Source: an optimization exercise on an open RTL-to-GDS flow (aim: small area). Production flows keep margins and buffers that such runs may drop. Where RTL was checked, it was by simulation tests only, not by an equivalence proof against the original. No functional check of the RTL was part of runs 3 and 4. Power figures rest on the tool's default switching activity, not on a simulated workload.

<file path="design/flow/design.v">
`timescale 1ns / 1ps
module typing_test_top(
        input wire clk,
        input wire rst,  
        input wire [3:0] rows,
        output wire [3:0] cols,
        output wire [3:0] Anode_Activate,
        output wire [6:0] LED_out,
        output wire SSD_Anode_Activate,
        output wire [6:0] SSD_LED_out
    );
    function [20:0] add20(input [19:0] a, input [19:0] b, input ci);
        integer i;
        reg c;
        begin
            c = ci;
            for (i = 0; i < 20; i = i + 1) begin
                add20[i] = a[i] ^ b[i] ^ c;
                c = (a[i] & b[i]) | (c & (a[i] ^ b[i]));
            end
            add20[20] = c;
        end
    endfunction
    function [15:0] inc16(input [15:0] a);
        integer i;
        reg c;
        begin
            c = 1'b1;
            for (i = 0; i < 16; i = i + 1) begin
                inc16[i] = a[i] ^ c;
                c = c & a[i];
            end
        end
    endfunction
    function [15:0] inc16c(input [15:0] a, input ci);
        integer i;
        reg c;
        begin
            c = ci;
            for (i = 0; i < 16; i = i + 1) begin
                inc16c[i] = a[i] ^ c;
                c = c & a[i];
            end
        end
    endfunction
    function [3:0] mod10(input [3:0] x);
        mod10 = (x[3] & (x[2] | x[1])) ? {1'b0, x[2] & x[1], ~x[1], x[0]} : x;
    endfunction
    reg [12:0] cnt;
    wire cnt_wrap = &{cnt[12], cnt[10:8], cnt[6:5], cnt[3:0]};  
    wire one_hz = ~|cnt;
    wire fast_tick = (cnt[3:0] == 4'd7);
    wire [15:0] cnt_inc = inc16({3'd0, cnt});
    always @(posedge clk) begin
        if (rst || cnt_wrap) cnt <= 13'd0;
        else cnt <= cnt_inc[12:0];
    end
    reg [1:0] led_select;
    always @(posedge clk) begin
        if (rst) led_select <= 2'd0;
        else led_select <= {led_select[1] ^ (led_select[0] & fast_tick), led_select[0] ^ fast_tick};
    end
    reg [6:0] timer;
    reg sampling;
    reg [1:0] col_select;    
    reg [3:0] dec;
    reg bp;                  
    reg rise;                
    wire scan   = !sampling && timer[5] && timer[3];                
    wire sample = sampling && (&timer[6:3]);                        
    wire scan1  = sampling && ~|timer;                              
    wire press  = scan1 && rise;                                    
    wire any_row = ~&rows;
    wire [15:0] timer_inc = inc16({9'd0, timer});
    reg [3:0] dec_next;
    reg dec_hit;
    always @(*) begin
        dec_hit = 1'b1;
        dec_next = 4'd0;
        case ({col_select, rows})
            6'b00_0111: dec_next = 4'h1;
            6'b00_1011: dec_next = 4'h4;
            6'b00_1101: dec_next = 4'h7;
            6'b00_1110: dec_next = 4'h0;
            6'b01_0111: dec_next = 4'h2;
            6'b01_1011: dec_next = 4'h5;
            6'b01_1101: dec_next = 4'h8;
            6'b01_1110: dec_next = 4'hF;
            6'b10_0111: dec_next = 4'h3;
            6'b10_1011: dec_next = 4'h6;
            6'b10_1101: dec_next = 4'h9;
            6'b10_1110: dec_next = 4'hE;
            6'b11_0111: dec_next = 4'hA;
            6'b11_1011: dec_next = 4'hB;
            6'b11_1101: dec_next = 4'hC;
            6'b11_1110: dec_next = 4'hD;
            default: dec_hit = 1'b0;
        endcase
    end
    always @(posedge clk) begin
        if (rst) begin
            timer <= 7'd0;
            sampling <= 1'b0;
            col_select <= 2'd0;
            dec <= 4'd0;
            bp <= 1'b0;
            rise <= 1'b0;
        end else begin
            if (scan) begin
                timer <= 7'd0;
                sampling <= 1'b1;
            end else begin
                timer <= timer_inc[6:0];
                if (sample) sampling <= 1'b0;
            end
            col_select <= {col_select[1] ^ (col_select[0] & scan1), col_select[0] ^ scan1};
            if (sample) begin
                rise <= any_row && !bp;
                if (any_row && !bp) begin
                    bp <= 1'b1;
                    if (dec_hit) dec <= dec_next;
                end
                if (!any_row && bp) bp <= 1'b0;
            end
        end
    end
    assign cols = {~(col_select == 2'd0), ~(col_select == 2'd1),
                   ~(col_select == 2'd2), ~(col_select == 2'd3)};
    reg [15:0] lfsr;
    always @(posedge clk) begin
        if (rst) lfsr <= 16'hD670;
        else lfsr <= {lfsr[14:0], lfsr[15] ^ lfsr[13] ^ lfsr[12] ^ lfsr[10]};
    end
    reg [1:0] mode;          
    reg pm10;                
    reg [1:0] cdig;          
    reg [3:0] nw0, nw1, nw2, nw3;    
    reg [15:0] cw;           
    reg cw_rev;              
    reg [3:0] acc_d1, acc_d2;        
    reg [3:0] at, ao;                
    reg [13:0] wc;                   
    reg [15:0] S;                    
    reg [15:0] E;
    reg [3:0] e_one, e_ten;          
    wire is_sel  = (mode == 2'd0);
    wire is_test = (mode == 2'd1);
    wire is_res  = mode[1];
    wire key_b = (dec == 4'hB);
    wire nw_zero = ~|{nw3, nw2, nw1, nw0};
    wire start = press && !key_b && is_sel && (dec == 4'hA) && !nw_zero;
    wire tpress = press && !key_b && is_test;
    function [3:0] cw_nib(input [1:0] i);
        case (i ^ {cw_rev, cw_rev})
            2'd0: cw_nib = cw[3:0];
            2'd1: cw_nib = cw[7:4];
            2'd2: cw_nib = cw[11:8];
            default: cw_nib = cw[15:12];
        endcase
    endfunction
    wire correct = (dec == mod10(cw_nib(cdig)));
    wire word_done = tpress && correct && (cdig == 2'd0);
    wire tick = one_hz && is_test;
    wire [4:0] dlt_w = add20({16'd0, ao}, {16'hFFFF, ~acc_d2}, 1'b1);    
    wire o_lt = dlt_w[4];                        
    wire le6 = dlt_w[3] & (dlt_w[2] | dlt_w[1]);  
    wire [4:0] at_m = add20({16'd0, at}, {19'h7FFFF, 1'b1}, 1'b0);       
    reg [3:0] nd1, nd2;
    always @(*) begin
        if (at[3] & at[1]) begin                 
            nd1 = 4'd10;
            nd2 = 4'd10;
        end else begin
            nd2 = ao;
            if (at == 4'd0 && o_lt) nd1 = le6 ? 4'd9 : 4'd8;
            else nd1 = o_lt ? at_m[3:0] : at;
        end
    end
    wire [15:0] wc_next = inc16c({2'd0, wc}, word_done);
    wire nz = (|wc) | ~&cdig;        
    wire e_one9 = e_one[3] & e_one[0];
    wire [15:0] E_next = inc16c(E, tick);
    wire [15:0] e_one_next = inc16c({12'd0, e_one}, tick);
    wire [15:0] e_ten_next = inc16c({12'd0, e_ten}, tick && e_one9);
    wire [15:0] S_next = inc16c(S, tpress);
    always @(posedge clk) begin
        if (rst) begin
            mode <= 2'd0;
            pm10 <= 1'b0;
            cdig <= 2'd3;
            {nw3, nw2, nw1, nw0} <= 16'd0;
        end else begin
            pm10 <= is_res;
            if (press) begin
                if (key_b) begin
                    if (is_sel) {nw3, nw2, nw1, nw0} <= 16'd0;
                    else mode <= 2'd0;
                    cdig <= 2'd3;
                end else if (is_sel) begin
                    if (start) begin
                        mode <= 2'd1;
                        cdig <= 2'd3;
                    end else begin
                        {nw3, nw2, nw1, nw0} <= {nw2, nw1, nw0, dec};
                    end
                end else if (is_test && correct) begin
                    cdig <= {cdig[1] ^ ~cdig[0], ~cdig[0]};
                    if (cdig == 2'd0 && lastw) mode <= 2'd2;
                end
            end
        end
    end
    reg [19:0] X;
    reg [3:0] vh, vo;
    reg [3:0] ch, co;        
    reg [2:0] p;             
    reg st;                  
    reg aj;                  
    reg lj;                  
    reg wjp;                 
    reg job1;
    reg lastw;
    wire ax = aj || lj;
    wire running = ax || wjp;
    wire [1:0] ni = is_sel ? led_select : p[1:0];
    wire [3:0] nwn = ni[1] ? (ni[0] ? nw0 : nw1) : (ni[0] ? nw2 : nw3);
    wire [3:0] a = p[2] ? 4'd0 : nwn;
    wire st_add = !st;
    wire [15:0] dv = aj ? S : lj ? {2'd0, wc} : E;
    wire [20:0] xs = add20(X, st_add ? {16'd0, a} : {4'hF, ~dv}, !st_add && (aj || (!lj && job1)));
    wire fits = xs[20];
    wire fits_e = fits && !lj;
    wire p5 = p[2] & p[0];
    wire p3 = !p[2] & p[1] & p[0];
    wire last = lj ? p3 : p5;
    wire m6 = p[2] && !p[0] && !ax;      
    wire [20:0] xm = add20({2'd0, X[17:0]}, m6 ? {1'b0, X[17:0], 1'b0} : {X[17:0], 2'b00}, 1'b0);
    wire [19:0] xsc = {xm[18:0], 1'b0};
    wire [3:0] uh = vh;
    wire [3:0] uo = vo;
    wire [20:0] uh10_w = add20({16'd0, uo}, {16'd0, uh[2:0], 1'b0}, 1'b0);
    wire [3:0] uh10 = {uh10_w[3] ^ uh[0], uh10_w[2:0]};                   
    wire [3:0] f6 = {1'b0,
                     uo[3] | (uo[2] & uo[1] & uo[0]),
                     ~uo[3] & uo[2] & ~(uo[1] & uo[0]),
                     (~uo[3] & ~uo[2] & uo[1]) | (uo[2] & (uo[1] ^ uo[0])) | (uo[3] & uo[0])};
    wire [3:0] g6 = uo[0] ? {~uo[3] & ~uo[2] & uo[1], ~uo[2] & ~uo[1],
                             (~uo[3] & ~uo[2] & ~uo[1]) | (uo[2] & uo[1]), 1'b0} : uo;
    wire [20:0] uh6_w = add20({16'd0, uh[1:0], 2'b00}, {16'd0, uh[2:0], 1'b0}, 1'b0);
    wire [20:0] uh6_x = add20({16'd0, uh6_w[3:0]}, {16'd0, f6}, 1'b0);
    wire [3:0] uh6 = uh6_x[3:0];                                           
    wire uo9 = uo[3] & uo[0];
    wire [15:0] uh_inc = inc16({12'd0, uh});
    wire [15:0] uo_inc = inc16({12'd0, uo});
    reg [3:0] un_h, un_o;    
    always @(*) begin
        un_h = uh;
        un_o = uo;
        if (st && fits) begin
            un_h = uo9 ? uh_inc[3:0] : uh;
            un_o = uo9 ? 4'd0 : uo_inc[3:0];
        end else if (st && !p5) begin
            if (m6) begin
                un_h = uh6;
                un_o = g6;
            end else begin
                un_h = uh10;
                un_o = 4'd0;
            end
        end
    end
    wire done = running && st && !fits_e && last;
    wire aj_done = done && aj;
    wire lj_done = done && lj;
    wire wj_done = done && !ax;
    wire init_aj = tpress && nz;
    wire init_lj = (tpress && !nz) || aj_done;
    wire init_wj = start || (tick && !wjp && !ax) || (wj_done && (job1 || tick)) ||
                   (lj_done && (wjp || tick));
    always @(posedge clk) begin
        if (start) begin
            ch <= 4'd0;
            co <= 4'd0;
            wjp <= 1'b1;
            job1 <= 1'b0;
        end else begin
            if (wj_done) begin
                if (job1 || tick) begin
                    ch <= vh;
                    co <= vo;
                    job1 <= 1'b0;
                end else if (!init_aj) wjp <= 1'b0;
            end else if (init_aj) begin
                wjp <= 1'b1;     
            end else if (tick) begin
                if (wjp) job1 <= 1'b1;
                else begin
                    ch <= vh;
                    co <= vo;
                    wjp <= 1'b1;
                end
            end
        end
        if (lj_done) lastw <= !fits || ~|xs[19:0];     
        if (init_aj) begin
            X <= {4'd0, wc, ~cdig};
            p <= 3'd3;
            st <= 1'b1;
        end else if (init_lj || init_wj) begin
            X <= 20'd0;
            p <= 3'd0;
            st <= 1'b0;
        end else begin
            X <= (!st || fits_e) ? xs[19:0] : xsc;
            if (!st) st <= 1'b1;
            else if (!fits_e && !last) begin
                p <= {p[2] | (p[1] & p[0]), p[1] ^ p[0], ~p[0]};
                st <= 1'b0;
            end
        end
        if (start) begin
            aj <= 1'b0;
            lj <= 1'b0;
        end else begin
            if (init_aj) aj <= 1'b1;
            else if (aj_done) aj <= 1'b0;
            if (init_lj) lj <= 1'b1;
            else if (lj_done) lj <= 1'b0;
        end
        if (init_wj || init_aj) begin
            vh <= 4'd0;
            vo <= 4'd0;
        end else if (running && !lj) begin
            vh <= un_h;
            vo <= un_o;
        end
        S <= start ? 16'hFFFF : S_next;
        wc <= start ? 14'd0 : wc_next[13:0];
        if (start) begin
            at <= 4'd10;
            ao <= 4'd0;
            acc_d1 <= 4'd0;
            acc_d2 <= 4'd0;
        end else if (tpress) begin
            acc_d1 <= nd1;
            acc_d2 <= nd2;
            if (!nz) begin
                at <= 4'd10;
                ao <= 4'd0;
            end
        end else if (aj_done) begin
            at <= vh;
            ao <= vo;
        end
    end
    always @(posedge clk) begin
        if (start || word_done) begin
            cw <= lfsr;
            cw_rev <= start;
        end
        E <= start ? 16'd0 : E_next;
        e_one <= (start || (tick && e_one9)) ? 4'd0 : e_one_next[3:0];
        e_ten <= start ? 4'd0 : e_ten_next[3:0];
    end
    wire one_en = !pm10 && (cdig == 2'd3);
    wire two_en = !pm10 && cdig[1];
    wire three_en = |cdig;
    wire [1:0] ls = led_select;
    wire en = (ls == 2'd0) ? one_en : (ls == 2'd1) ? two_en : (ls == 2'd2) ? three_en : 1'b1;
    wire [1:0] ci = ~ls ^ {cw_rev, cw_rev};
    wire [3:0] cwn = ci[1] ? (ci[0] ? cw[15:12] : cw[11:8]) : (ci[0] ? cw[7:4] : cw[3:0]);
    wire [3:0] rsn = ls[1] ? (ls[0] ? co : ch) : (ls[0] ? e_one : e_ten);
    wire [3:0] dsel = mode[1] ? rsn : mode[0] ? mod10(cwn) : nwn;
    wire [3:0] bcd = en ? dsel : 4'd0;
    assign Anode_Activate = en ? ~(4'b1000 >> ls) : 4'b1111;
    reg [6:0] seg;
    always @(*) begin
        case (bcd)
            4'd1: seg = 7'b1001111;
            4'd2: seg = 7'b0010010;
            4'd3: seg = 7'b0000110;
            4'd4: seg = 7'b1001100;
            4'd5: seg = 7'b0100100;
            4'd6: seg = 7'b0100000;
            4'd7: seg = 7'b0001111;
            4'd8: seg = 7'b0000000;
            4'd9: seg = 7'b0000100;
            default: seg = 7'b0000001;
        endcase
    end
    assign LED_out = seg;
    wire [3:0] sbcd = is_sel ? 4'hF : (ls[0] ? acc_d2 : acc_d1);
    assign SSD_Anode_Activate = ls[0];
    reg [6:0] sseg;
    always @(*) begin
        case (sbcd)
            4'd0: sseg = 7'b0111111;
            4'd1: sseg = 7'b0110000;
            4'd2: sseg = 7'b1011011;
            4'd3: sseg = 7'b1111001;
            4'd4: sseg = 7'b1110100;
            4'd5: sseg = 7'b1101101;
            4'd6: sseg = 7'b1101111;
            4'd7: sseg = 7'b0111000;
            4'd8: sseg = 7'b1111111;
            4'd9: sseg = 7'b1111101;
            4'd10: sseg = 7'b1111110;
            default: sseg = 7'b1000000;
        endcase
    end
    assign SSD_LED_out = sseg;
endmodule
</file>
<file path="design/flow/flow/run.sh">
#!/bin/bash
# The standard layout (standard.sh), with two changes: the ports are buffered
# with the smallest buffer, and clock tree synthesis adds no dummy loads and
# builds its tree from clkbuf_8.
set -euo pipefail
export BUFFER_PORTS_ARGS="-buffer_cell sky130_fd_sc_hd__buf_1"
export CTS_ARGS="-sink_clustering_enable -repair_clock_nets -dont_use_dummy_load -buf_list sky130_fd_sc_hd__clkbuf_8"
bash standard.sh finish > standard.log 2>&1
</file>
<file path="design/flow/standard.sh">
#!/bin/bash
# synth_recipe.tcl (not shown) runs the flow's synth.tcl, then flattens the netlist and writes it again
# the make line also repeats each setting of config.mk as NAME=value (left out here)
make -C /OpenROAD-flow-scripts/flow DESIGN_CONFIG=/design/flow/config.mk WORK_HOME=/design/flow/orfs CLKGATE_MAP_FILE= SYNTH_SCRIPT=/design/flow/synth_recipe.tcl "${@:-finish}"
</file>
<file path="design/flow/constraint.sdc">
create_clock -name core_clock -period 160.0 [get_ports {clk}]
set_input_delay 32.0000 -clock core_clock [delete_from_list [all_inputs] [get_ports {clk}]]
set_output_delay 32.0000 -clock core_clock [all_outputs]
set_load 0.01 [all_outputs]
</file>
<file path="design/flow/config.mk">
export PLATFORM = sky130hd
export DESIGN_NAME = typing_test_top
export DESIGN_NICKNAME = typing_test_top
export VERILOG_FILES = /design/flow/design.v
export SDC_FILE = /design/flow/constraint.sdc
export NUM_CORES = 4
export LEC_CHECK = 0
export ABC_AREA = 0
export CAP_MARGIN = 20
export CORE_MARGIN = 2
export CORE_UTILIZATION = 70
export SLEW_MARGIN = 20
</file>
==> results by group, run 1 <==
Timing
  – Max Fclk: about 28 MHz
  – Min Tclk post-route: 35.63 ns
  – Worst slew margin: roughly 28%
  – Final setup TNS: 0 ns
  – Final-report hold violation count: 0
  – Worst Slack Setup Final: 124.37 ns
  – Final setup fails: 0
  – Layout Skew: 0.04218 ns
  – Fin crit share: between 20 and 25%
  – RSZ-0062 raised after global routing: no
  – Slew of the pin with the lowest slew margin: around 1.1 ns
  – Max-slew violation count: 0
  – Hold Worst Slack: between 0.4 and 0.5 ns

Outcome
  – Outcome: finished clean

CTS
  – Setup bufs post-CTS: 0
  – Clk root buf: clkbuf_8
  – CTS clk-pin slew, worst paths: approximately 0.090 ns
  – Post-CTS Resized: 0
  – Total CTS buffers: 17
  – Max clock buf depth: 2
  – CTS tree: done
  – # hold bufs at CTS: 0
  – Skew-Pair Late Insertion Delay: approximately 0.47 ns
  – Clock Sinks: 200
  – CTS H-Tree Depth: 4

Die
  – Die ar.: 17,330 sq um
  – Io pins: 29
  – Die H: ~130 um
  – Starting Density: a little under three quarters
  – Core area: roughly 16,000 sq um
  – Die width: 131.7 um
  – Site Rows: 46

Logic synthesis
  – Main synth FF type: dfxtp_1
  – Yosys warnings: 1
  – Sequential area share after synthesis: a little under two fifths
  – Yosys cell types: 86
  – Post-synth ARST share: 0%
  – Post-synth EDFFs: 18
  – Flops & latches, synth: 200
  – Syn Nets: 1,340
  – Mapped Area: 11,410 sq um
  – Mean Syn Cell Area: roughly 9.5 sq um
  – Post-Syn Instances: between 1,000 and 1,500

Drt
  – Routed wl met3: approximately 1.4 mm
  – Routed via count: around 8,500
  – Via density: about 6
  – Routed WL per cell: around 17 um
  – Antenna Nets Post-Route: 0
  – Routed length on met2: 10.83 mm
  – Final wirelength: between 20 and 25 mm
  – DR DRC count: 0
  – Metal1 wirelength: 10.77 mm
  – First-pass iteration count of the detailed router: 6
  – Initial DRC Count: around 630
  – Highest metal used: met4

Layout
  – Layout cells sized above 1: between 7 and 8%
  – Area grow syn2layout: 3.246%
  – Design Area, Final: around 12,000 sq um
  – Antenna diodes: 0
  – Filler Cell Count: roughly 1,200
  – Final Net Count: between 1,000 and 1,500

Setup path
  – CP Max Fanout: 21
  – Startpoint Class: flip-flop
  – Worst endpoint required time: between 100 and 150 ns
  – Length in cells of the worst reg-to-reg path: 30
  – Worst stage delay on the critical path: approximately 0.85 ns
  – CP Capture Type: primary output
  – Crit-path cells: xor2_1, mux4_2, mux2_2, nand2_1, a21boi_0, ha_1, mux2_1, o2bb2ai_1, buf_1
  – WS Path Type: flip-flop to primary output
  – Worst EP arrival: 3.63 ns
  – Critical Path Slowest Stage Cell: edfxtp_1

Pwr
  – PwrDens: about 14 nW/um^2
  – P_leak: 5.223 nW
  – Total power: 0.0001669 W
  – Peak VDD IR: a little under 0.009 mV

Global route
  – GRT Overall Usage: 28.16%
  – First-pass GRT wire length: approximately 40 mm
  – Initial antenna violation count: 0
  – Vias in the first global route: 8,233
  – Gr ovfl total: 0
  – Largest net degree at the start of global routing: 54

Place
  – HPWL after DPL: ~17 mm
  – DP Area: between 10,000 and 15,000 sq um
  – GPL Wtd Cong: slightly above 0.9
  – # port buffers: 28
  – Pre-CTS WS: about 120 ns

Flow run
  – Max-Cap Viols: 0

Worst hold path
  – HP Class: flip-flop to flip-flop
  – Hold path depth: 0
## layout make-up
type,count,area [sq um],area share (%)
well taps,216,270.3,2.295
inverters,50,187.7,1.594
clock buffers,17,234.0,1.987
multi-input cells,889,6735,57.19
flip-flops and latches,200,4184,35.53
repair buffers,36,166.4,1.413
## power breakdown
group          internal [W]  leakage (nW)  switching (W)
Combinational     0.0000337          3.46      0.0000423
Sequential        0.0000575          1.64     0.00000894
Clock            0.00000943         0.122      0.0000151
Total              0.000101          5.22      0.0000663
## final timing paths
kind	end	slack, ns	start
worst min-delay path	cw[2]	0.43	lfsr[2]
worst max register to register	X[1]	148.11	led_select[0]
worst min register to register	cw[2]	0.43	lfsr[2]
worst max-delay path	LED_out[2]	124.37	cw_rev
## cell usage in the layout (no fill, tap or decap), types with 3 or more instances in the layout
master	n
dfxtp_1	182
nand2_1	122
nor2_1	106
ha_1	95
a21oi_1	58
and2_1	56
o21ai_0	54
inv_1	47
mux2i_1	43
nand3_1	41
fa_1	41
buf_1	27
xnor2_1	24
mux2_2	24
nand2b_1	24
nor2b_1	19
nor3_1	19
edfxtp_1	18
clkbuf_8	17
mux4_2	14
nor4_1	14
a211oi_1	12
or2_2	11
a22oi_1	11
buf_4	8
o22ai_1	7
or3_1	4
nand3b_1	4
and3_1	4
a311oi_1	4
nor4b_1	3
and4_1	3
xor2_1	3
a221oi_1	3
o221ai_1	3
a31oi_1	3
a2111oi_0	3
## cell usage after synthesis (37+ instances only)
library cell / instances / area [sq um]
dfxtp_1: 182 / 3643
nand2_1: 122 / 457.9
nor2_1: 106 / 397.9
ha_1: 95 / 1189
a21oi_1: 58 / 290.3
and2_1: 56 / 350.3
o21ai_0: 55 / 275.3
inv_1: 47 / 176.4
mux2i_1: 43 / 430.4
fa_1: 41 / 820.8
nand3_1: 41 / 205.2
clkbuf_1: 37 / 138.9
## metrics by stage
step	utilization, %	instances
detailed placement	72.67	1391
finish	74.14	1408
global placement	72.67	1391
CTS	74.14	1408
global route	74.14	1408
floorplan	-	1198
## worst max-delay path: cells and delay by family (launching register included)
kind | cells | cell delay (ns)
buffers and inverters | 1 | 0.12
flip-flops | 1 | 0.85
multiplexers | 3 | 1.15
adder cells (fa/ha/maj) | 1 | 0.30
AO/OA/AOI/OAI | 2 | 0.30
AND/OR/NAND/NOR | 1 | 0.06
XOR/XNOR | 1 | 0.40
## layer usage
| metal | GRT usage [%] | up-vias |
|---|---|---|
| li1 | - | 4137 |
| met1 | 38.43 | 4044 |
| met2 | 45.96 | 260 |
| met3 | 5.285 | 39 |
| met4 | 8.152 | 0 |
| met5 | 0 | - |
## cell families (layout without fill, tap and decap cells)
group                      count (synthesis)  in the layout  share of synthesized area, %
adders and majority gates                136            136                         17.62
and+or+nand+nor                          453            453                         19.68
AOI/OAI and AO/OA                        189            189                         10.34
buffers and inverters                    109            103                         4.354
muxes                                     84             84                         9.257
DFF                                      200            200                         36.68
xor gates and xnor gates                  27             27                         2.073
## flip-flops by register name (all words and copies together) (netlist names), 7 cells and up
register  cells
lfsr         16
wc           14
E            16
cw           16
timer         7
cnt          13
S            16
X            20
==> run 2, diff against run 1 <==
--- a/design/flow/config.mk
+++ b/design/flow/config.mk
@@ -8,5 +8,5 @@
 export ABC_AREA = 0
 export CAP_MARGIN = 20
 export CORE_MARGIN = 2
-export CORE_UTILIZATION = 70
+export CORE_UTILIZATION = 60
 export SLEW_MARGIN = 20
==> run 2 against run 1 <==
Non-clock buffer count unchanged; combinational power increased by 2%; critical endpoint unchanged; clock skew decreased by 0.0026 ns; utilization decreased by 11 points; power increased by 1.0%; first-iteration DRC count decreased by 30%; synthesized cell count unchanged; still clean; sequential share of layout area decreased by 0.068 points.
==> results by group, run 2 <==
Outcome
  – Outcome: finished clean

Logic synthesis
  – Commonest cells post-synth: dfxtp_1 (182), nand2_1 (122), nor2_1 (106)
  – Post-synth top area cell: dfxtp_1
  – Mapped Area: 11,410 sq um (unchanged)
  – Post-Syn Instances: 1,198 (unchanged)
  – Syn Nets: 1,340 (unchanged)
  – Flops & latches, synth: 200 (unchanged)
  – Yosys cell types: 86 (unchanged)
  – Yosys warnings: 1 (unchanged)
  – Mean Syn Cell Area: 9.522 sq um (unchanged)
  – Post-synth ARST share: 0% (unchanged)
  – Main synth FF type: dfxtp_1
  – Sequential area share after synthesis: 36.68% (unchanged)
  – Synth top area share: 31.94% (unchanged)
  – Post-synth EDFFs: 18 (unchanged)
  – Most common cell in the netlist: dfxtp_1
  – Top cells by area, synth: dfxtp_1 (32%), ha_1 (10%), fa_1 (7.2%)

Drt
  – Via density: 5.825 (-3.3%)
  – Antenna Nets Post-Route: 0 (unchanged)
  – First-pass iteration count of the detailed router: 6 (unchanged)
  – Routed via count: 8,306 (-2.1%)
  – DR DRC count: 0 (unchanged)
  – Initial DRC Count: 442 (-30%)
  – Routed WL per cell: 16.79 um (+0.55%)
  – Final wirelength: 23.95 mm (+1.8%)

Timing
  – Slew of the pin with the lowest slew margin: 0.9323 ns (-0.1552 ns)
  – Worst slew margin: 37.85% (+10 points)
  – RSZ-0062 raised after global routing: no
  – Layout Skew: 0.03954 ns (-0.002642 ns)
  – Max-slew violation count: 0 (unchanged)
  – Max Fclk: 28.01 MHz (-0.20%)
  – Min Tclk post-route: 35.71 ns (+0.07200 ns)
  – Final setup TNS: 0 ns (unchanged)
  – Final-report hold violation count: 0 (unchanged)
  – Fin crit share: 22.32% (+0.045 points)
  – Final setup fails: 0 (unchanged)
  – Hold Worst Slack: 0.4366 ns (+0.006754 ns)

Die
  – Starting Density: 60.98% (-11 points)
  – Die H: 141.9 um (+7.8%)
  – Site Rows: 50 (+8.7%)
  – Die ar.: 20,130 sq um (+16%)
  – Io pins: 29 (unchanged)
  – Core area: 18,710 sq um (+18%)
  – Die width: 141.9 um (+7.8%)

Pwr
  – PwrDens: 14.28 nW/um^2 (+0.82%)
  – P_leak: 5.221 nW (about the same)
  – Peak VDD IR: 0.007064 mV (-20%)

Global route
  – Initial antenna violation count: 0 (unchanged)
  – GRT Overall Usage: 25.08% (-3.1 points)
  – Vias in the first global route: 7,917 (-3.8%)
  – First-pass GRT wire length: 39.96 mm (-0.45%)
  – Largest net degree at the start of global routing: 54 (unchanged)
  – Gr ovfl total: 0 (unchanged)

CTS
  – Clock Sinks: 200 (unchanged)
  – Skew-Pair Late Insertion Delay: 0.48 ns (about the same)
  – Total CTS buffers: 17 (unchanged)
  – CTS tree: done
  – Setup bufs post-CTS: 0 (unchanged)
  – Clk root buf: clkbuf_8
  – # hold bufs at CTS: 0 (unchanged)
  – Max clock buf depth: 2 (unchanged)
  – Post-CTS Resized: 0 (unchanged)
  – CTS H-Tree Depth: 4 (unchanged)
  – CTS clk-pin slew, worst paths: 0.11 ns (+0.02 ns)

Layout
  – Layout cells sized above 1: 7.634% (unchanged)
  – Final Net Count: 1,336 (unchanged)
  – Antenna diodes: 0 (unchanged)
  – Area grow syn2layout: 3.444%
  – Most common cell after layout, fill and taps aside: dfxtp_1
  – Filler Cell Count: 1,566 (+30%)
  – Register with the highest flop count: X
  – Commonest non-fill, non-tap cells in the layout: dfxtp_1 (182), nand2_1 (122), nor2_1 (106), ha_1 (95), a21oi_1 (58)
  – Max reg flops: 20 (unchanged)

Setup path
  – Startpoint Class: flip-flop
  – CP Capture Type: primary output
  – CP Max Fanout: 17 (-19%)
  – Worst endpoint required time: 128.00 ns (about the same)
  – Worst EP arrival: 3.70 ns (+0.07 ns)
  – WS Path Type: flip-flop to primary output

Worst hold path
  – HP Class: flip-flop to flip-flop

Place
  – # port buffers: 28 (unchanged)
  – HPWL after DPL: 17.39 mm (+2.3%)
  – GPL Wtd Cong: 0.9009 (-1.9%)

Flow run
  – Max-Cap Viols: 0 (unchanged)
==> run 2: changes by cell type in the layout (fill, tap and decap cells not counted) <==
| cell | previous run | this run |
|---|---|---|
| buf_4 | 8 | 7 |
| clkbuf_4 | 0 | 1 |
==> run 2: worst paths after layout <==
| path | depth (start not counted) | slack (ns) | from | endpoint |
|---|---|---|---|---|
| worst max-delay path | 9 | 124.30 | led_select[0] | LED_out[2] |
| worst min-delay path | 0 | 0.44 | lfsr[14] | cw[14] |
| worst max register to register | 30 | 147.98 | led_select[0] | X[2] |
| worst min register to register | 0 | 0.44 | lfsr[14] | cw[14] |
==> run 2: routing by layer <==
metal	share of wire (%)	vias up	track usage [%]
met2	46	190	39.91
met1	47	3950	34.72
met3	4.5	27	4.826
met4	1.7	0	8.053
met5	0	-	0
li1	-	4139	-
==> run 2: stage by stage <==
stage	cells	worst slack (ns)	util [%]	cell area (sq um)	total power (W)
global placement	1408	124.91	61.79	11560	0.0001423
CTS	1425	124.25	63.04	11790	0.0001694
global route	1426	124.06	63.08	11800	0.0001835
floorplan	1198	125.35	-	11410	0.0001237
finish	1426	124.30	63.08	11800	0.0001686
detailed placement	1408	124.77	61.79	11560	0.0001441
==> run 2: logic make-up (layout without fill, tap and decap cells) <==
| group | count (synthesis) | in the layout | share of synthesized area (%) |
|---|---|---|---|
| simple gates | 453 | 453 | 19.68 |
| fa+ha+maj | 136 | 136 | 17.62 |
| buf+inv | 109 | 103 | 4.354 |
| flops | 200 | 200 | 36.68 |
| compound gates | 189 | 189 | 10.34 |
| xor+xnor | 27 | 27 | 2.073 |
| mux | 84 | 84 | 9.257 |
==> run 2: where the power goes <==
part | internal (W) | total (W) | switching [W]
clock | 0.00000943 | 0.0000248 | 0.0000153
sequential | 0.0000575 | 0.0000665 | 0.00000903
combinational | 0.0000341 | 0.0000772 | 0.0000431
total | 0.000101 | 0.000169 | 0.0000675
==> run 2: worst max-delay path, cell delays in order (launching register included) <==
cell	delay, ns
dfxtp_1	0.93
xnor2_1	0.36
mux4_2	0.59
nor2b_1	0.22
a21oi_1	0.10
a21o_1	0.24
ha_1	0.23
mux2_1	0.30
o2bb2ai_1	0.13
buf_1	0.13
==> run 2: final cells by class <==
cell class / count / area (sq um) / share of cell area (%)
Tap cell: 234 / 292.8 / 2.481
Multi-Input combinational cell: 889 / 6735 / 57.08
Clock buffer: 17 / 234.0 / 1.983
Sequential cell: 200 / 4184 / 35.46
Timing Repair Buffer: 36 / 166.4 / 1.410
Inverter: 50 / 187.7 / 1.590
==> run 3, diff against run 2 <==
--- a/design/flow/design.v
+++ b/design/flow/design.v
@@ -234,7 +234,7 @@
     wire p3 = !p[2] & p[1] & p[0];
     wire last = lj ? p3 : p5;
     wire m6 = p[2] && !p[0] && !ax;      
-    wire [20:0] xm = add20({2'd0, X[17:0]}, m6 ? {1'b0, X[17:0], 1'b0} : {X[17:0], 2'b00}, 1'b0);
+    wire [20:0] xm = add20({4'd0, X[15:0]}, m6 ? {3'd0, X[15:0], 1'b0} : {2'd0, X[15:0], 2'b00}, 1'b0);
     wire [19:0] xsc = {xm[18:0], 1'b0};
     wire [3:0] uh = vh;
     wire [3:0] uo = vo;
--- a/design/flow/config.mk
+++ b/design/flow/config.mk
@@ -5,7 +5,7 @@
 export SDC_FILE = /design/flow/constraint.sdc
 export NUM_CORES = 4
 export LEC_CHECK = 0
-export ABC_AREA = 0
+export ABC_AREA = 1
 export CAP_MARGIN = 20
 export CORE_MARGIN = 2
 export CORE_UTILIZATION = 60
==> run 3 against run 2 <==
Die area rose by 1.9%; sequential share of layout area fell by 0.99 points; utilization rose by 1.2 points; cell area rose by 2.9%; global-route usage rose by 1.5 points; maximum frequency rose by 1.1%; first-iteration DRC count rose by 28%; non-clock buffer count did not move; largest power group unchanged; still clean; sequential cell count did not move; routed wire length rose by 7.9%.
==> results by group, run 3 <==
Layout
  – Commonest non-fill, non-tap cells in the layout: nand2_1 (318), inv_1 (194), dfxtp_1 (182), nor2_1 (144), ha_1 (97)
  – Layout cells sized above 1: 8.384% (+0.75 points)
  – Final Net Count: 1,611 (+21%)
  – Most common cell after layout, fill and taps aside: nand2_1
  – Antenna diodes: 0 (unchanged)
  – Max reg flops: 20 (unchanged)
  – Area grow syn2layout: 4.322%
  – Register with the highest flop count: X
  – Filler Cell Count: 1,725 (+10%)

Timing
  – Final setup TNS: 0 ns (unchanged)
  – Final-report hold violation count: 0 (unchanged)
  – Hold Worst Slack: 0.4059 ns (-0.03065 ns)
  – RSZ-0062 raised after global routing: no
  – Max-slew violation count: 0 (unchanged)
  – Worst slew margin: 42.69% (+4.8 points)
  – Fin crit share: 22.08% (-0.23 points)
  – Slew of the pin with the lowest slew margin: 0.8524 ns (-0.07984 ns)
  – Max Fclk: 28.30 MHz (+1.1%)
  – Worst Slack Setup Final: 124.67 ns (+0.3720 ns)
  – Final setup fails: 0 (unchanged)
  – Min Tclk post-route: 35.33 ns (-0.3720 ns)
  – Layout Skew: 0.04662 ns (+0.007084 ns)

Outcome
  – Outcome: finished clean

Logic synthesis
  – Synth top area share: 31.31% (-0.63 points)
  – Yosys warnings: 1 (unchanged)
  – Flops & latches, synth: 200 (unchanged)
  – Commonest cells post-synth: nand2_1 (318), inv_1 (194), dfxtp_1 (182)
  – Post-synth top area cell: dfxtp_1
  – Post-Syn Instances: 1,457 (+22%)
  – Yosys cell types: 65 (-24%)
  – Sequential area share after synthesis: 35.96% (-0.72 points)
  – Post-synth EDFFs: 18 (unchanged)
  – Post-synth ARST share: 0% (unchanged)
  – Most common cell in the netlist: nand2_1
  – Top cells by area, synth: dfxtp_1 (31%), ha_1 (10%), nand2_1 (10%)
  – Syn Nets: 1,599 (+19%)
  – Mean Syn Cell Area: 7.986 sq um (-16%)
  – Mapped Area: 11,640 sq um (+2.0%)
  – Main synth FF type: dfxtp_1

Setup path
  – WS Path Type: flip-flop to primary output
  – FF-to-FF End: co[0]
  – CP startpoint: mode[1]
  – CP top delay family: simple AND/OR/NAND/NOR gates
  – Worst endpoint required time: 128.00 ns (about the same)
  – Reg2reg start: mode[1]
  – Length in cells of the worst reg-to-reg path: 39 (+30%)
  – Critical Path Most Common Cell: nand2_1
  – CP Capture Type: primary output
  – Startpoint Class: flip-flop
  – WP buf/inv: 3 (+2)
  – Crit-path cells: nor2_2, nand2_1, o21a_4, inv_2, o21ai_1, o22ai_1, nand2_1, a31oi_1, inv_1, ha_1, or2_1, a21oi_1, buf_1
  – CP Max Fanout: 12 (-5)
  – Critical Path Slowest Stage Cell: nor2_2
  – Worst stage delay on the critical path: 0.53 ns (-0.40 ns)
  – Worst EP arrival: 3.33 ns (-0.37 ns)
  – Register-to-register setup slack: 147.95 ns (-0.03 ns)

Drt
  – Via density: 5.310 (-8.8%)
  – DR DRC count: 0 (unchanged)
  – First-pass iteration count of the detailed router: 5 (-1)
  – Routed via count: 9,171 (+10%)
  – Antenna Nets Post-Route: 0 (unchanged)
  – Final wirelength: 25.84 mm (+7.9%)
  – Initial DRC Count: 566 (+28%)
  – Routed WL per cell: 14.96 um (-11%)

Global route
  – Initial antenna violation count: 0 (unchanged)
  – Gr ovfl total: 0 (unchanged)
  – Vias in the first global route: 8,860 (+12%)
  – Largest net degree at the start of global routing: 55 (+1.9%)
  – GRT Overall Usage: 26.56% (+1.5 points)
  – First-pass GRT wire length: 43.21 mm (+8.1%)

Worst hold path
  – Hold EP: lfsr[10]
  – Hold path depth: 1 (+1)
  – HP Class: flip-flop to flip-flop
  – Hold path startpoint: lfsr[9]

Die
  – Core area: 18,890 sq um (+1.0%)
  – Io pins: 29 (unchanged)
  – Site Rows: 50 (unchanged)
  – Die width: 143.3 um (+0.97%)
  – Starting Density: 61.59% (+0.61 points)
  – Die ar.: 20,520 sq um (+1.9%)
  – Die H: 143.3 um (+0.97%)

Pwr
  – Total power: 0.0001595 W (-5.4%)
  – PwrDens: 13.14 nW/um^2 (-8.0%)
  – Peak VDD IR: 0.007116 mV (+0.74%)
  – P_leak: 5.657 nW (+8.4%)

CTS
  – Max clock buf depth: 2 (unchanged)
  – Skew-Pair Late Insertion Delay: 0.48 ns (about the same)
  – Total CTS buffers: 17 (unchanged)
  – CTS clk-pin slew, worst paths: 0.12 ns (about the same)
  – CTS H-Tree Depth: 4 (unchanged)
  – # hold bufs at CTS: 0 (unchanged)
  – Setup bufs post-CTS: 0 (unchanged)
  – Clock Sinks: 200 (unchanged)
  – CTS tree: done
  – Clk root buf: clkbuf_8
  – Post-CTS Resized: 0 (unchanged)

Place
  – GPL Wtd Cong: 0.8887 (-1.4%)
  – HPWL after DPL: 19.53 mm (+12%)
  – # port buffers: 28 (unchanged)
  – Pre-CTS WS: 125.18 ns (+0.4110 ns)

Flow run
  – Max-Cap Viols: 0 (unchanged)
==> run 3: changes by cell type after synthesis, sizes merged, moves of 32 or more <==
| cell | previous run | this run |
|---|---|---|
| and2 | 57 | 0 |
| nand2 | 122 | 329 |
| inv | 48 | 211 |
| mux2i | 44 | 3 |
| a21oi | 58 | 90 |
| nor2 | 108 | 160 |
==> run 3: cell families after synthesis <==
group | count (synthesis) | synth area share, %
buffers and inverters | 256 | 8.935
muxes | 3 | 0.2581
xor gates and xnor gates | 23 | 1.796
adders and majority gates | 136 | 17.14
DFF | 200 | 35.96
and+or+nand+nor | 594 | 22.69
AOI/OAI and AO/OA | 245 | 13.23
==> run 3: where the power goes <==
| part | total [W] | internal (W) | leakage, nW | switching, W |
|---|---|---|---|---|
| logic | 0.0000685 | 0.0000278 | 3.89 | 0.0000407 |
| clock network | 0.0000250 | 0.00000944 | 0.122 | 0.0000156 |
| registers | 0.0000659 | 0.0000579 | 1.65 | 0.00000801 |
| total | 0.000160 | 0.0000952 | 5.66 | 0.0000643 |
==> run 3: final cells by class <==
| cell class | instances | area, sq um | share of cell area, % |
|---|---|---|---|
| Sequential cell | 200 | 4184 | 34.47 |
| Multi-Input combinational cell | 1001 | 6412 | 52.82 |
| Tap cell | 260 | 325.3 | 2.680 |
| Timing Repair Buffer | 36 | 165.2 | 1.361 |
| Inverter | 213 | 818.3 | 6.741 |
| Clock buffer | 17 | 234.0 | 1.927 |
==> run 3: how the worst max path moves through the flow <==
stage	end	cells after the start	slack, ns
after floorplan	LED_out[1]	12	125.87
after global placement	LED_out[1]	13	125.32
after detailed placement	LED_out[1]	13	125.18
after CTS	LED_out[1]	13	124.65
after global routing	LED_out[1]	12	124.37
final	LED_out[1]	13	124.67
==> run 3: routing by layer <==
layer / up-vias / GRT usage (%) / part of all wire (%)
li1: 4718 / - / -
met1: 4244 / 34.77 / 47
met2: 170 / 45.45 / 47
met3: 39 / 4.628 / 4.2
met4: 0 / 7.121 / 1.9
met5: - / 0 / 0
==> run 3: per-stage QoR <==
stage	std cells	utilization, %	area [sq um]
finish	1727	64.25	12140
global route	1727	64.25	12140
CTS	1727	64.25	12140
detailed placement	1710	63.01	11910
global placement	1710	63.01	11910
floorplan	1457	-	11640
==> run 4, diff against run 3 <==
--- a/design/flow/config.mk
+++ b/design/flow/config.mk
@@ -5,7 +5,7 @@
 export SDC_FILE = /design/flow/constraint.sdc
 export NUM_CORES = 4
 export LEC_CHECK = 0
-export ABC_AREA = 1
+export ABC_AREA = 0
 export CAP_MARGIN = 20
 export CORE_MARGIN = 2
 export CORE_UTILIZATION = 60
==> run 4 against run 3 <==
Still clean; area after synthesis down 1.6%; worst hold slack better by 0.026 ns; first-iteration DRC count down 1.4%; cell count down 18%; setup slack worse by 0.55 ns; global-route usage down 0.81 points; maximum frequency down 1.5%; utilization down 0.55 points; via count down 9.6%; register-to-register slack better by 0.02 ns; power up 2.8%; sequential share of layout area up 0.64 points; critical endpoint is now LED_out[3].
==> results by group, run 4 <==
Outcome
  – Outcome: finished clean

Layout
  – Commonest non-fill, non-tap cells in the layout: dfxtp_1 (182), nor2_1 (112), nand2_1 (106), ha_1 (97), a21oi_1 (58)
  – Antenna diodes: 0 (unchanged)
  – Register with the highest flop count: X
  – Max reg flops: 20 (unchanged)
  – Design Area, Final: 11,920 sq um (-1.8%)
  – Layout cells sized above 1: 7.239% (-1.1 points)
  – Final Net Count: 1,332 (-17%)
  – Most common cell after layout, fill and taps aside: dfxtp_1
  – Filler Cell Count: 1,629 (-5.6%)
  – Area grow syn2layout: 4.121%
  – Final non-filler cell total: 1,422 (-18%)

Logic synthesis
  – Post-synth ARST share: 0% (unchanged)
  – Most common cell in the netlist: dfxtp_1
  – Top cells by area, synth: dfxtp_1 (32%), ha_1 (11%), fa_1 (6.8%)
  – Flops & latches, synth: 200 (unchanged)
  – Syn Nets: 1,335 (-17%)
  – Synth top area share: 31.84% (+0.52 points)
  – Post-Syn Instances: 1,193 (-18%)
  – Sequential area share after synthesis: 36.56% (+0.60 points)
  – Post-synth EDFFs: 18 (unchanged)
  – Yosys cell types: 78 (+20%)
  – Yosys warnings: 1 (unchanged)
  – Mean Syn Cell Area: 9.593 sq um (+20%)
  – Commonest cells post-synth: dfxtp_1 (182), nor2_1 (112), nand2_1 (106)
  – Post-synth top area cell: dfxtp_1
  – Mapped Area: 11,440 sq um (-1.6%)
  – Main synth FF type: dfxtp_1

Drt
  – DR DRC count: 0 (unchanged)
  – First-pass iteration count of the detailed router: 5 (unchanged)
  – Final wirelength: 24.67 mm (-4.5%)
  – Routed via count: 8,288 (-9.6%)
  – Via density: 5.828 (+9.8%)
  – Routed WL per cell: 17.35 um (+16%)
  – Antenna Nets Post-Route: 0 (unchanged)
  – Initial DRC Count: 558 (-1.4%)

Flow run
  – Max-Cap Viols: 0 (unchanged)

Setup path
  – Crit-path cells: xnor2_1, mux4_1, nor2b_2, nand2_1, a311oi_2, inv_1, ha_1, inv_1, mux2i_1, nor2_1, buf_1
  – Worst endpoint required time: 128.00 ns (about the same)
  – Critical Path Slowest Stage Cell: mux4_1
  – CP top delay family: multiplexers
  – Critical Path Most Common Cell: inv_1
  – CP Capture Type: primary output
  – Startpoint Class: flip-flop
  – Worst stage delay on the critical path: 0.68 ns (+0.15 ns)
  – Worst EP arrival: 3.88 ns (+0.55 ns)
  – WS Path Type: flip-flop to primary output
  – CP Max Fanout: 20 (+8)
  – WP buf/inv: 3 (unchanged)

CTS
  – Skew-Pair Late Insertion Delay: 0.48 ns (about the same)
  – CTS H-Tree Depth: 4 (unchanged)
  – Total CTS buffers: 17 (unchanged)
  – Setup bufs post-CTS: 0 (unchanged)
  – Clock Sinks: 200 (unchanged)
  – Max clock buf depth: 2 (unchanged)
  – CTS tree: done
  – CTS clk-pin slew, worst paths: 0.08 ns (-0.04 ns)
  – # hold bufs at CTS: 0 (unchanged)
  – Post-CTS Resized: 0 (unchanged)
  – Clk root buf: clkbuf_8

Timing
  – Max Fclk: 27.87 MHz (-1.5%)
  – Layout Skew: 0.03760 ns (-0.009023 ns)
  – Min Tclk post-route: 35.88 ns (+0.5450 ns)
  – Hold Worst Slack: 0.4324 ns (+0.02649 ns)
  – Slew of the pin with the lowest slew margin: 1.070 ns (+0.2180 ns)
  – Final setup fails: 0 (unchanged)
  – Fin crit share: 22.42% (+0.34 points)
  – Final-report hold violation count: 0 (unchanged)
  – Max-slew violation count: 0 (unchanged)
  – Final setup TNS: 0 ns (unchanged)
  – RSZ-0062 raised after global routing: no
  – Worst slew margin: 28.64% (-14 points)

Place
  – # port buffers: 28 (unchanged)
  – GPL Wtd Cong: 0.9268 (+4.3%)
  – HPWL after DPL: 17.86 mm (-8.6%)
  – DP Area: 11,680 sq um (-1.9%)
  – Placed insts: 1,405 (-18%)

Global route
  – Vias in the first global route: 8,092 (-8.7%)
  – First-pass GRT wire length: 41.39 mm (-4.2%)
  – Largest net degree at the start of global routing: 56 (+1.8%)
  – GRT Overall Usage: 25.75% (-0.81 points)
  – Initial antenna violation count: 0 (unchanged)
  – Gr ovfl total: 0 (unchanged)

Pwr
  – P_leak: 5.252 nW (-7.2%)
  – PwrDens: 13.76 nW/um^2 (+4.7%)
  – Peak VDD IR: 0.007561 mV (+6.2%)

Die
  – Io pins: 29 (unchanged)
  – Core area: 18,710 sq um (-0.99%)
  – Starting Density: 61.18% (-0.41 points)
  – Site Rows: 50 (unchanged)
  – Die H: 142.1 um (-0.80%)
  – Die width: 142.1 um (-0.80%)
  – Die ar.: 20,200 sq um (-1.6%)

Worst hold path
  – HP Class: flip-flop to flip-flop
-- run 4: layer usage --
layer	GRT usage, %	vias to the layer above	wire length (um)
met2	42.74	168	11680
met1	35.24	3945	11720
met4	8.421	0	462
met5	0	-	0
met3	3.062	32	801
li1	-	4143	-
-- run 4: layout make-up --
class	instances	area [sq um]	area share (%)
clock buffer	17	234.0	1.963
inverter	45	168.9	1.417
multi-input combinational	887	6848	57.47
sequential	200	4184	35.11
tap	234	292.8	2.457
timing repair buffer	39	188.9	1.585
-- run 4: worst register-to-register path: cells and delay by family, from the launching register on --
kind	cells	cell delay, ns
adder cells (fa/ha/maj)	20	8.08
AND/OR/NAND/NOR	4	1.30
multiplexers	2	1.08
AO/OA/AOI/OAI	5	0.92
flip-flops	1	0.39
buffers and inverters	1	0.08
-- run 4: cell families after synthesis --
logic type               synth area share, %
multiplexers                           9.632
AND/OR/NAND/NOR                        20.01
adder cells (fa/ha/maj)                17.43
XOR/XNOR                               1.990
AO/OA/AOI/OAI                          10.65
flip-flops                             36.56
buffers and inverters                  3.739
-- run 4: report_power, final --
part           switching, W   total, W  leakage, nW  internal (W)
clock network     0.0000155  0.0000249        0.122    0.00000944
registers        0.00000862  0.0000668         1.65     0.0000582
logic             0.0000399  0.0000722         3.48     0.0000323
total             0.0000640   0.000164         5.25     0.0000999
-- run 4: path summary, 6_finish.rpt --
path	startpoint	endpoint	slack [ns]	cells after the start
setup / recovery	cw_rev	LED_out[3]	124.12	11
hold / removal	lfsr[0]	cw[0]	0.43	0
setup reg to reg	mode[1]	X[3]	147.97	32
hold reg to reg	lfsr[0]	cw[0]	0.43	0
-- run 4: metrics by stage --
step                      worst slack, ns  total power (W)  util, %
after floorplan                    125.24        0.0001202        -
after global placement             124.76        0.0001373    62.45
after CTS                          124.14        0.0001646    63.71
after detailed placement           124.66        0.0001392    62.45
after global routing               123.93        0.0001781    63.71
final                              124.12        0.0001639    63.71

-- port drivers added, routing unchanged --
How much do the figures lean on ideal ports? The routed layouts below were timed once more, with nothing changed but the port constraints.
Step 1: set_driving_cell puts a clkbuf_16 on clk and a buf_2 on each other input, an assumption about the parent block.
Step 2, shift: input delay + t, output delay - t, t = (earliest + latest rising clock arrival at the registers) / 2. This alone moves slack from input paths to output paths.
a / b / c = no drivers / after step 1 / after step 2; a / b = the first two.
run | shift t [ns] | setup WS [ns] | worst setup path at the end
run 1 | 0.484 | 124.367 / 124.330 / 124.814 | register to output
run 2 | 0.499 | 124.295 / 124.257 / 124.756 | register to output
run 3 | 0.500 | 124.667 / 124.623 / 125.123 | register to output
run 4 | 0.495 | 124.122 / 124.083 / 124.579 | register to output
After both steps every run listed still meets setup and hold.
